What follows belongs to an exercise in optimizing a design on an open flow for small area; a production flow would make more cautious choices.
Function was checked by simulation only, so behaviour that the tests miss may differ from the original.
Power figures rest on the tool's default switching activity, not on a simulated workload.

## flow/run.sh

```bash
#!/bin/bash
# synth_recipe.tcl (not shown) runs the flow's synth.tcl, then flattens the netlist and writes it again
# the make line also repeats each setting of config.mk as NAME=value (left out here)
make -C /OpenROAD-flow-scripts/flow DESIGN_CONFIG=/design/flow/config.mk WORK_HOME=/design/flow/orfs CLKGATE_MAP_FILE= SYNTH_SCRIPT=/design/flow/synth_recipe.tcl finish
```

## flow/design.v

```verilog
`timescale 1ns / 1ps
module led_segment(
    input clk,    
	input rst,
	output reg digit_select,   
	output reg  [6:0] seg_led
    );
	wire [7:0] value;
	wire [3:0] display;
	reg clk_divider;   
	integer cnt_select;  
	integer counter;  
    integer counter_display;   
    localparam select_timer_value = 99;   
	localparam div_value = 6249;    
assign value[7:4] = counter_display/10;     
assign value[3:0] = counter_display % 10;   
assign display = digit_select ? value[7:4] : value[3:0];
always @(posedge clk or posedge rst) begin
    if (rst)
      cnt_select <= 0;
    else if(cnt_select == select_timer_value)
      cnt_select <= 0;
	else 
	  cnt_select <= cnt_select + 1;
	end
always @(posedge clk or posedge rst) begin
    if (rst)
       digit_select <= 1'b0;
    else if(cnt_select == select_timer_value)
       digit_select <= ~digit_select;
	end	
always @(posedge clk or posedge rst) begin
    if (rst)
      counter <= 0;
    else if(counter == div_value)
      counter <= 0;
	else 
	  counter <= counter + 1;
	end
always @(posedge clk or posedge rst) begin
    if (rst)
      clk_divider <= 1'b0;
    else if(counter == div_value)
      clk_divider <= ~clk_divider;
	else 
	  clk_divider <= clk_divider;
	end
always @(posedge clk or posedge rst) begin
    if (rst)
      counter_display <= 0;
    else if (counter == div_value && !clk_divider) begin
      if (counter_display == 99)
	    counter_display <= 0;
	  else
        counter_display <= counter_display + 1;
    end
	end
always @(display or seg_led) begin
	case (display)
            4'h0:		seg_led <= 7'b0111111;
			4'h1:		seg_led <= 7'b0000110;
			4'h2:		seg_led <= 7'b1011011;
			4'h3:		seg_led <= 7'b1001111;
			4'h4:		seg_led <= 7'b1100110;
			4'h5:		seg_led <= 7'b1101101;
			4'h6:		seg_led <= 7'b1111101;
			4'h7:		seg_led <= 7'b0000111;
			4'h8:		seg_led <= 7'b1111111;
			4'h9:		seg_led <= 7'b1101111;
	default: seg_led <= 7'b1111110;
	endcase
 end
  endmodule
`timescale 1ns / 1ps
module seg_led_top(
    input  clk,
	input  rst,
	output digit_select,
	output [6:0]seg_led	
    );
led_segment seg(
   .clk          (clk),
   .rst          (rst),
   .digit_select (digit_select),
   .seg_led      (seg_led)
);	
  endmodule
```

## flow/constraint.sdc

```tcl
create_clock -name core_clock -period 40.0 [get_ports {clk}]
set_input_delay 8.0000 -clock core_clock [delete_from_list [all_inputs] [get_ports {clk}]]
set_output_delay 8.0000 -clock core_clock [all_outputs]
set_load 0.01 [all_outputs]
```

## flow/config.mk

```make
export PLATFORM = sky130hd
export DESIGN_NAME = seg_led_top
export DESIGN_NICKNAME = seg_led_top
export VERILOG_FILES = /design/flow/design.v
export SDC_FILE = /design/flow/constraint.sdc
export NUM_CORES = 4
export LEC_CHECK = 0
export CAP_MARGIN = 20
export CORE_MARGIN = 2
export CORE_UTILIZATION = 40
export SLEW_MARGIN = 20
```

==> results of run 1 <==
## cells by family after synthesis
| kind of cell | synth area share |
|---|---|
| buffers and inverters | 0.0415 |
| xor gates and xnor gates | 0.143 |
| AOI/OAI and AO/OA | 0.254 |
| adders and majority gates | 0.0154 |
| DFF | 0.236 |
| muxes | 0.0233 |
| and+or+nand+nor | 0.287 |
## stage by stage
stage | util | hold slack [ns] | instances | area (um^2) | worst slack, ns
6_report | 0.427 | 0.486 | 1607 | 11000 | 16.02
3_5_place_dp | 0.414 | 0.478 | 1591 | 10700 | 16.57
3_3_place_gp | 0.414 | 0.466 | 1591 | 10700 | 16.85
4_1_cts | 0.426 | 0.488 | 1607 | 11000 | 16.11
5_1_grt | 0.427 | 0.502 | 1607 | 11000 | 14.51
2_1_floorplan | - | 0.447 | 1307 | 10400 | 19.12
## registers in the layout, indices dropped and copies added, names as in the netlist
name and count:
seg.cnt_select 32, seg.digit_select 1, seg.counter_display 32, seg.counter 32, seg.clk_divider 1
## worst max path at each step
stage                             from  slack (ns)          to  cells past startpoint
3_3_place_gp    seg.counter_display[0]       16.85  seg_led[0]                     49
5_1_grt         seg.counter_display[0]       14.51  seg_led[0]                     49
3_5_place_dp    seg.counter_display[0]       16.57  seg_led[0]                     49
2_1_floorplan  seg.counter_display[23]       19.12  seg_led[0]                     51
6_report        seg.counter_display[0]       16.02  seg_led[0]                     49
4_1_cts         seg.counter_display[0]       16.11  seg_led[0]                     49
## power by group through the flow
stage	logic [mW]	clock network [mW]	registers (mW)
floorplan	0.00144	0	0.101
global placement	0.00228	0	0.101
detailed placement	0.00228	0	0.101
CTS	0.00228	0.0959	0.0990
global route	0.00255	0.0996	0.0990
finish	0.00208	0.0936	0.0990
## metal layers
layer	GRT usage	routed length [um]	part of all wire
met1	0.268	12400	0.48
met2	0.307	12100	0.47
met3	0.0177	907	0.035
met4	0.0344	183	0.0071
met5	0	0	0
## cell usage in the layout (no fill, tap or decap), types with 6 or more instances in the layout
master	n
a211oi_1	20
a21o_1	6
a21oi_1	42
a311oi_1	6
a31oi_1	19
a32oi_1	7
and3_1	20
and4_1	11
buf_4	10
clkbuf_16	9
clkdlybuf4s50_1	9
dfrtp_1	98
ha_1	12
inv_1	27
mux2i_1	13
nand2_1	136
nand2b_1	9
nand3_1	69
nand4_1	40
nor2_1	125
nor3_1	42
nor4_1	31
nor4b_1	8
o211ai_1	16
o21a_1	8
o21ai_0	48
o21ai_1	7
o221ai_1	13
o22ai_1	12
o31ai_1	18
o41ai_1	8
or2_2	10
or3_1	11
or4_1	11
xnor2_1	109
xnor2_2	6
xor2_1	47
## worst reg2reg max path: stages (launching register included)
cell and delay [ns]:
dfrtp_1 0.44, nor4b_1 0.39, nand4_1 0.20, nor3_1 0.50, nand4_1 0.34, nor2_1 0.22
nand4_1 0.16, inv_1 0.17, nand4_1 0.33, nand2b_1 0.29, xnor2_1 0.12
## layout make-up
type	instances	area, um^2
Timing Repair Buffer	19	165
Tap cell	335	419
Clock inverter	7	97.6
Fill cell	2562	14800
Inverter	30	115
Clock buffer	9	225
Sequential cell	98	2450
Multi-Input combinational cell	1109	7520
==> results.cfg, run 1 <==
[critical_path]
critPathBufInv = 3
cp_max_fo = 15
slowest_delay_ns = 0.75
reg2reg_depth = 10
required_ns = 32.00
r2r-start = seg.counter[14]
slowest_stage = a2111oi_2
critPathLaunchType = register
path_delay_family = compound AO/OA/AOI/OAI gates
cp-end-kind = output port
crit_type = reg2out
reg2reg_to = seg.counter_display[29]
reg2reg_slack_ns = 36.71
worstPathArrival_ns = 15.98

[power_and_ir_drop]
vdd_drop_max_v = 0.0000256
p_sw_frac = 0.231
p_clk_frac = 0.481
internal_power_mw = 0.150
p_per_area_mw_per_mm2 = 17.7
power.leakage_nw = 4.21
switching_power_mw = 0.0450
pwr-share-comb = 0.011
power_frac_seq = 0.508
finalPower_mw = 0.195

[sta]
setup_viol = 0
max_freq_mhz = 41.7
hold_viol_final = 0
post-route-period-util = 0.599
clock-skew-final_ns = 0.00832
finalCriticalPeriod_ns = 23.98
finalMaxSlewViolations = 0
finalSetupTns_ns = 0
rsz0062_at_grt = false
relSlewSlack = 0.303
tightest_slew_ns = 1.04

[global_route]
grt_pass1_wl_um = 43500
grt_max_degree = 54
grt_pass1_vias = 9001
grtUsageTotal = 0.187
overflow = 0
grt_antenna_before_repair = 0

[worst_hold_path]
hold_depth = 1
min_to = seg.cnt_select[0]
hold_path.class = reg2reg
worstHoldStart = seg.cnt_select[0]

[cells_and_area]
drive_gt1_frac = 0.0881
nNetsFinal = 1281
areaGrowthSynthToFinish_pct = 5.75
antenna-diode-count = 0

[synth]
synth_common_cells = 136 x nand2_1, 125 x nor2_1, 110 x xnor2_1
synth_cell_types = 117
synth_most_common_cell = nand2_1
syn_nets = 1321
syn-instance-count = 1307
synth-seq-cells = 98
yosysSeqAreaShare = 0.236
synth.top_cell.area_share = 0.236
synth_edf_count = 0
ys_async_sr_fraction = 1.00
synth_top_cell_by_area = dfrtp_1
avgSynthCellArea_um2 = 7.95
yosys_most_used_dff = dfrtp_1
synth_area_mm2 = 0.0104
ys_top_cells_by_area = dfrtp_1 24%, xnor2_1 9.3%, nand2_1 4.9%, nor2_1 4.5%, xor2_1 4.0%
yosysWarnings = 1

[floorplan]
initial_core_util = 0.403
die_y_um = 165
die_w_um = 165
io_pins = 10
num_rows = 59
core_mm2 = 0.0258
dieArea_mm2 = 0.0273

[placed_design]
hpwlAfterDp_um = 18800
place_congestion = 0.875
io_buffers = 9

[clock_tree]
cts-root-buf = clkbuf_16
clock_latency_ns = 0.36
clockBufferDepth = 2
cts-buffers-inserted = 9
clk_pin_slew_ns = 0.07
postCtsHoldBufs = 0
postCtsSetupBuffers = 0
cts_resized = 0
tritoncts = done
htreeDepth = 3
cts.sinks = 98

[routing]
viasPerCell = 6.12
vias = 9836
drc_errors = 0
wire_per_inst_um = 16.0
drtIter0Drc = 754
firstDrtPassIters = 6
antenna_left = 0
drt-total-wl_um = 25600

[run_status]
run_status = no timing/DRC/antenna violations

[job]
cap_violations = 0
==> inputs of run 2 (changes only) <==
==> flow/design.v (replaced) <==
module led_segment(
    input clk,
    input rst,
    output digit_select,
    output reg [6:0] seg_led
    );
    reg [5:0] c;
    reg [7:0] q;
    reg [3:0] units, tens;
    wire c_wrap = (c == 6'd49);
    wire q_wrap = (q == 8'd249);
    wire step   = c_wrap & q_wrap;
    always @(posedge clk or posedge rst) begin
        if (rst) c <= 6'd0;
        else if (c_wrap) c <= 6'd0;
        else c <= c + 6'd1;
    end
    always @(posedge clk or posedge rst) begin
        if (rst) q <= 8'd125;
        else if (c_wrap) begin
            if (q_wrap) q <= 8'd0;
            else q <= q + 8'd1;
        end
    end
    always @(posedge clk or posedge rst) begin
        if (rst) begin
            units <= 4'd0;
            tens  <= 4'd0;
        end else if (step) begin
            if (units == 4'd9) begin
                units <= 4'd0;
                tens  <= (tens == 4'd9) ? 4'd0 : tens + 4'd1;
            end else
                units <= units + 4'd1;
        end
    end
    wire [7:0] q1 = q + 8'd1;
    assign digit_select = units[0] ^ ~q1[1];
    wire [3:0] display = digit_select ? tens : units;
    always @(*) begin
        case (display)
            4'h0: seg_led = 7'b0111111;
            4'h1: seg_led = 7'b0000110;
            4'h2: seg_led = 7'b1011011;
            4'h3: seg_led = 7'b1001111;
            4'h4: seg_led = 7'b1100110;
            4'h5: seg_led = 7'b1101101;
            4'h6: seg_led = 7'b1111101;
            4'h7: seg_led = 7'b0000111;
            4'h8: seg_led = 7'b1111111;
            4'h9: seg_led = 7'b1101111;
            default: seg_led = 7'b1111110;
        endcase
    end
endmodule
module seg_led_top(
    input  clk,
    input  rst,
    output digit_select,
    output [6:0] seg_led
    );
led_segment seg(
   .clk          (clk),
   .rst          (rst),
   .digit_select (digit_select),
   .seg_led      (seg_led)
);
endmodule
==> results.cfg, run 2 <==
[cells_and_area]
top_register = seg.q
nNetsFinal = 165
drive_gt1_frac = 0.0987
final_design_area_no_fill_mm2 = 0.00156
mostFrequentLayoutCell = dfrtp_1
layout_common_cells = 16 x dfrtp_1, 14 x nand2_1, 14 x nor2_1
areaGrowthSynthToFinish_pct = 10.9
antenna-diode-count = 0
largest_reg_flops = 8
final_util = 0.463
reg_top3 = seg.q (8), seg.c (6)
nFillCells = 337

[synth]
synth_area_mm2 = 0.00140
synth_mux_area_frac = 0.0793
synth_edf_count = 0
synth_compound_area_frac = 0.0722
yosys_most_used_dff = dfrtp_1
ys_async_sr_fraction = 1.00
yosysSeqAreaShare = 0.398
synth_top_cell_by_area = dfrtp_1
synth_cell_types = 41
syn_nets = 156
synth_common_cells = 16 x dfrtp_1, 14 x nand2_1, 14 x nor2_1
synth_xor_area_frac = 0.0945
synth_most_common_cell = dfrtp_1
yosys.area_share.simple = 0.225
avgSynthCellArea_um2 = 9.75
synth-seq-cells = 22
synth.top_cell.area_share = 0.285
syn-instance-count = 144
synth_fa_ha_area_frac = 0.0891
yosysWarnings = 1
ys_top_cells_by_area = dfrtp_1 29%, dfstp_2 11%, ha_1 8.9%, xnor2_1 5.6%, nand2_1 3.7%
synth_top_family_by_area = simple AND/OR/NAND/NOR gates

[placed_design]
dpl_cell_area_mm2 = 0.00153
hpwlAfterDp_um = 1780
dp_worst_setup_slack_ns = 29.16
io_buffers = 9
place_congestion = 0.751

[floorplan]
die_y_um = 63.2
die_w_um = 63.2
io_pins = 10
core_mm2 = 0.00336
dieArea_mm2 = 0.00400
initial_core_util = 0.417
num_rows = 21

[critical_path]
cp_max_fo = 6
reg2reg_depth = 5
required_ns = 32.00
path_delay_family = multiplexers
slowest_delay_ns = 0.59
reg2reg_to = seg.units[3]
worstPathArrival_ns = 3.15
crit_type = reg2out
critPathBufInv = 2
critPathLaunchType = register
path_cells = ha_1 > xor2_4 > mux2i_1 > inv_1 > ha_1 > mux2_1 > nand2_1 > clkdlybuf4s50_1
cp-end-kind = output port
worst_path_most_repeated_cell = ha_1
r2r-start = seg.q[0]
reg2reg_slack_ns = 38.12
slowest_stage = dfstp_2

[routing]
drtIter0Drc = 26
drt-total-wl_um = 2360
drc_errors = 0
vias = 1004
wire_per_inst_um = 11.9
firstDrtPassIters = 4
viasPerCell = 5.07
antenna_left = 0

[sta]
clock-skew-final_ns = 0.0145
finalMaxSlewViolations = 0
max_freq_mhz = 89.6
setup_viol = 0
post-route-period-util = 0.279
relSlewSlack = 0.436
finalSetupTns_ns = 0
finalCriticalPeriod_ns = 11.15
tightest_slew_ns = 0.844
worst_slack_ns = 28.85
hold_viol_final = 0
rsz0062_at_grt = false

[global_route]
grt_pass1_vias = 973
grt_antenna_before_repair = 0
grtUsageTotal = 0.134
grt_pass1_wl_um = 4310
overflow = 0
grt_max_degree = 23

[worst_hold_path]
min_to = seg.c[0]
worstHoldStart = seg.c[0]
hold_path.class = reg2reg
hold_depth = 1

[clock_tree]
cts-buffers-inserted = 3
cts_resized = 0
cts.sinks = 22
postCtsHoldBufs = 0
postCtsSetupBuffers = 0
cts-root-buf = clkbuf_4
clockBufferDepth = 2
tritoncts = done
clock_latency_ns = 0.31
htreeDepth = 1
clk_pin_slew_ns = 0.12

[job]
cap_violations = 0

[run_status]
run_status = no timing/DRC/antenna violations

[power_and_ir_drop]
finalPower_mw = 0.0330
p_per_area_mw_per_mm2 = 21.2
vdd_drop_max_v = 0.0000127
power.leakage_nw = 0.674
## run 2: metal layers
layer,up-vias,routed length (um),part of all wire,track usage
li1,515,-,-,-
met1,479,1100,0.46,0.165
met2,8,1190,0.50,0.235
met3,2,48,0.020,0.0179
met4,0,22,0.0093,0.0571
met5,-,0,0,0
## run 2: kinds of logic after synthesis
logic type      after synthesis
compound gates               14
xor+xnor                     13
fa+ha+maj                    10
buf+inv                      15
flops                        22
mux                          10
simple gates                 60
## run 2: cell type report
class / instances / area, um^2 / area share
multi-input cells: 107 / 787 / 0.506
flip-flops and latches: 22 / 558 / 0.359
repair buffers: 9 / 90.1 / 0.0579
well taps: 46 / 57.6 / 0.0370
inverters: 10 / 37.5 / 0.0241
clock buffers: 4 / 26.3 / 0.0169
## run 2: worst max-delay path by stage
stage | start | endpoint | slack [ns] | depth (start not counted)
detailed placement | seg.q[0] | seg_led[6] | 29.16 | 8
global placement | seg.q[0] | seg_led[6] | 29.27 | 8
finish | seg.q[0] | seg_led[6] | 28.85 | 8
global route | seg.q[0] | seg_led[6] | 28.64 | 8
floorplan | seg.q[0] | seg_led[6] | 29.80 | 7
CTS | seg.q[0] | seg_led[6] | 28.80 | 8
## run 2: stage by stage
step,hold slack (ns),instances
finish,0.506,198
global placement,0.479,194
floorplan,0.461,144
global route,0.554,198
detailed placement,0.496,194
CTS,0.514,198
## run 2: power breakdown
| group | internal (mW) | total [mW] | leakage [nW] | switching [mW] |
|---|---|---|---|---|
| combinational | 0.0000902 | 0.000522 | 0.387 | 0.000432 |
| sequential | 0.0223 | 0.0223 | 0.272 | 0 |
| clock | 0.00388 | 0.0103 | 0.0150 | 0.00637 |
==> inputs of run 3 (changes only) <==
==> flow/flow/run.sh (new file) <==
#!/bin/bash
# Own layout flow: the standard ORFS flow (standard.sh), with two changes:
#  - synthesis runs the standard flow's own synthesis script, but maps the combinational
#    logic with an area-oriented ABC script (flow/area.abc); registers are
#    mapped exactly as in the standard synthesis, before ABC runs;
#  - the port buffers are the smallest buffer cell.
set -euo pipefail
W=$(pwd)
F=$W/flow
# synthesis script: the standard flow's, with the ABC script swapped in
cat > $W/my_synth.tcl <<EOT
set ::my_abc_script $F/area.abc
proc my_fix_abc {n1 n2 op} {
  set i [lsearch -exact \$::abc_args -script]
  if { \$i >= 0 } { set ::abc_args [lreplace \$::abc_args [expr {\$i+1}] [expr {\$i+1}] \$::my_abc_script] }
}
trace add variable ::abc_args write my_fix_abc
source $W/synth_recipe.tcl
EOT
bash standard.sh SYNTH_SCRIPT=$W/my_synth.tcl ADDER_MAP_FILE= synth > $W/synth.log 2>&1
bash standard.sh SYNTH_SCRIPT=$W/my_synth.tcl ADDER_MAP_FILE= \
  "BUFFER_PORTS_ARGS=-buffer_cell sky130_fd_sc_hd__buf_1" finish > $W/layout.log 2>&1
==> flow/flow/area.abc (new file) <==
strash
dc2
dch -f
amap
topo
==> flow/standard.sh (new file) <==
#!/bin/bash
# synth_recipe.tcl (not shown) runs the flow's synth.tcl, then flattens the netlist and writes it again
# the make line also repeats each setting of config.mk as NAME=value (left out here)
make -C /OpenROAD-flow-scripts/flow DESIGN_CONFIG=/design/flow/config.mk WORK_HOME=/design/flow/orfs CLKGATE_MAP_FILE= SYNTH_SCRIPT=/design/flow/synth_recipe.tcl "${@:-finish}"
removed: flow/run.sh
==> results.cfg, run 3 <==
[run_status]
run_status = no timing/DRC/antenna violations

[placed_design]
dpl_cell_area_mm2 = 0.00115
hpwlAfterDp_um = 1460
dp.cells = 166
dp_worst_setup_slack_ns = 29.44
io_buffers = 9
place_congestion = 0.744

[cells_and_area]
multi_input_area_um2 = 414
reg_top3 = seg.q (8), seg.c (6)
nFillCells = 235
areaGrowthSynthToFinish_pct = 10.6
largest_reg_flops = 8
antenna-diode-count = 0
drive_gt1_frac = 0.0786
mostFrequentLayoutCell = nor2_1
seqCellArea_um2 = 558
fin_cells = 170
nNetsFinal = 143
top_register = seg.q
final_design_area_no_fill_mm2 = 0.00117
layout_common_cells = 25 x nor2_1, 24 x clkinv_1, 16 x dfrtp_1
final_util = 0.470

[synth]
yosys.area_share.simple = 0.204
synth_common_cells = 25 x nor2_1, 24 x clkinv_1, 16 x dfrtp_1
synth_top_cell_by_area = dfrtp_1
synth_edf_count = 0
synth_top_family_by_area = simple AND/OR/NAND/NOR gates
yosys_most_used_dff = dfrtp_1
synth_mux_area_frac = 0
ys_top_cells_by_area = dfrtp_1 38%, dfstp_2 15%, nor2_1 8.8%, clkinv_1 8.5%, a211oi_1 4.2%
ys_async_sr_fraction = 1.00
syn_nets = 127
synth_xor_area_frac = 0.00824
yosysSeqAreaShare = 0.525
synth_most_common_cell = nor2_1
synth_cell_types = 23
synth_area_mm2 = 0.00106
synth-seq-cells = 22
yosysWarnings = 1
syn-instance-count = 125
avgSynthCellArea_um2 = 8.50
synth.top_cell.area_share = 0.377
synth_fa_ha_area_frac = 0
synth_compound_area_frac = 0.178

[global_route]
grt_pass1_vias = 842
overflow = 0
grt_antenna_before_repair = 0
grt_pass1_wl_um = 3390
grtUsageTotal = 0.135
grt_max_degree = 23

[power_and_ir_drop]
p_per_area_mw_per_mm2 = 28.2
finalPower_mw = 0.0331
vdd_drop_max_v = 0.0000163
power.leakage_nw = 0.474

[clock_tree]
clk_pin_slew_ns = 0.12
htreeDepth = 1
clock_latency_ns = 0.30
cts-buffers-inserted = 3
cts_resized = 0
postCtsSetupBuffers = 0
cts-root-buf = clkbuf_4
postCtsHoldBufs = 0
cts.sinks = 22
tritoncts = done
clockBufferDepth = 2

[job]
cap_violations = 0

[floorplan]
io_pins = 10
num_rows = 18
die_w_um = 55.5
dieArea_mm2 = 0.00308
die_y_um = 55.5
initial_core_util = 0.425
core_mm2 = 0.00250

[critical_path]
critPathLaunchType = register
worstPathArrival_ns = 2.94
required_ns = 32.00
cp_max_fo = 5
crit_type = reg2out
cp-end-kind = output port

[sta]
hold-worst-slack_ns = 0.489
relSlewSlack = 0.491
finalCriticalPeriod_ns = 10.94
rsz0062_at_grt = false
max_freq_mhz = 91.4
worst_slack_ns = 29.06
finalMaxSlewViolations = 0
post-route-period-util = 0.273
hold_viol_final = 0
setup_viol = 0
clock-skew-final_ns = 0.00426
finalSetupTns_ns = 0
tightest_slew_ns = 0.759

[routing]
drc_errors = 0
wire_per_inst_um = 11.0
drtIter0Drc = 7
drt-total-wl_um = 1880
firstDrtPassIters = 4
vias = 850
viasPerCell = 5.00
antenna_left = 0

[worst_hold_path]
hold_path.class = reg2reg
[run 3: cell types whose count changed after synthesis, sizes merged, moves of 5 or more]
| cell | change |
|---|---|
| a211oi | +6 |
| a21oi | +6 |
| clkinv | +24 |
| ha | -10 |
| inv | -10 |
| mux2i | -7 |
| nand2 | -7 |
| nand3 | -5 |
| nand4 | -5 |
| nor2 | +11 |
| xnor2 | -9 |
[run 3: cell type report]
| class | count | area share |
|---|---|---|
| multi-input combinational | 79 | 0.353 |
| tap | 30 | 0.0319 |
| inverter | 24 | 0.0767 |
| clock buffer | 4 | 0.0224 |
| sequential | 22 | 0.475 |
| timing repair buffer | 11 | 0.0415 |
[run 3: where the power goes]
part / switching [mW] / total (mW) / internal [mW]
clock network: 0.00655 / 0.0104 / 0.00388
registers: 0 / 0.0223 / 0.0223
logic: 0.000416 / 0.000446 / 0.0000301
[run 3: metal layers]
metal  track usage  vias to the layer above  wire length, um
met1         0.172                      387              940
met3        0.0211                        2               27
li1              -                      458                -
met4        0.0418                        0               15
met2         0.233                        3              894
met5             0                        -                0
[run 3: final timing paths]
| kind | slack [ns] | depth (start not counted) | from | endpoint |
|---|---|---|---|---|
| max | 29.06 | 11 | seg.q[0] | seg_led[0] |
| min | 0.49 | 1 | seg.q[7] | seg.q[7] |
| max reg2reg | 36.95 | 11 | seg.c[3] | seg.tens[3] |
| min reg2reg | 0.49 | 1 | seg.q[7] | seg.q[7] |
| max in group asynchronous | 31.94 | 2 | rst | seg.q[2] |
| min in group asynchronous | 7.70 | 2 | rst | seg.c[0] |
[run 3: logic make-up (layout without fill, tap and decap cells)]
kind of cell,Yosys count,after routing
flops,22,22
xor+xnor,1,1
compound gates,29,29
buf+inv,24,39
simple gates,49,49
[run 3: worst max-delay path: stages, from the launching register on]
cell	delay (ns)
dfstp_2	0.57
clkinv_1	0.12
o22ai_1	0.32
nor2_1	0.09
a21oi_1	0.31
clkinv_1	0.19
o22ai_1	0.24
clkinv_1	0.16
a21oi_1	0.29
nor2_1	0.08
a21oi_1	0.12
buf_1	0.16

==> port drivers added, routing unchanged <==
How much do the figures lean on ideal ports? The routed layouts below were timed once more, with nothing changed but the port constraints. Step 1 assumes that a clkbuf_16 drives the clock port and a buf_2 every other input. Step 2 also shifts input and output timing later by t, the mid clock arrival at the registers, as if the neighbouring blocks saw the same clock. Slacks: no drivers / after step 1 / after step 2; pairs: no drivers / after step 1.
run	t (ns)	setup WS [ns]	cell pins on the clock port's net
run 1	0.389	16.020 / 15.985 / 16.373	1
run 2	0.322	28.845 / 28.823 / 29.144	1
run 3	0.318	29.061 / 29.039 / 29.356	1
After both steps every run listed still meets setup and hold.
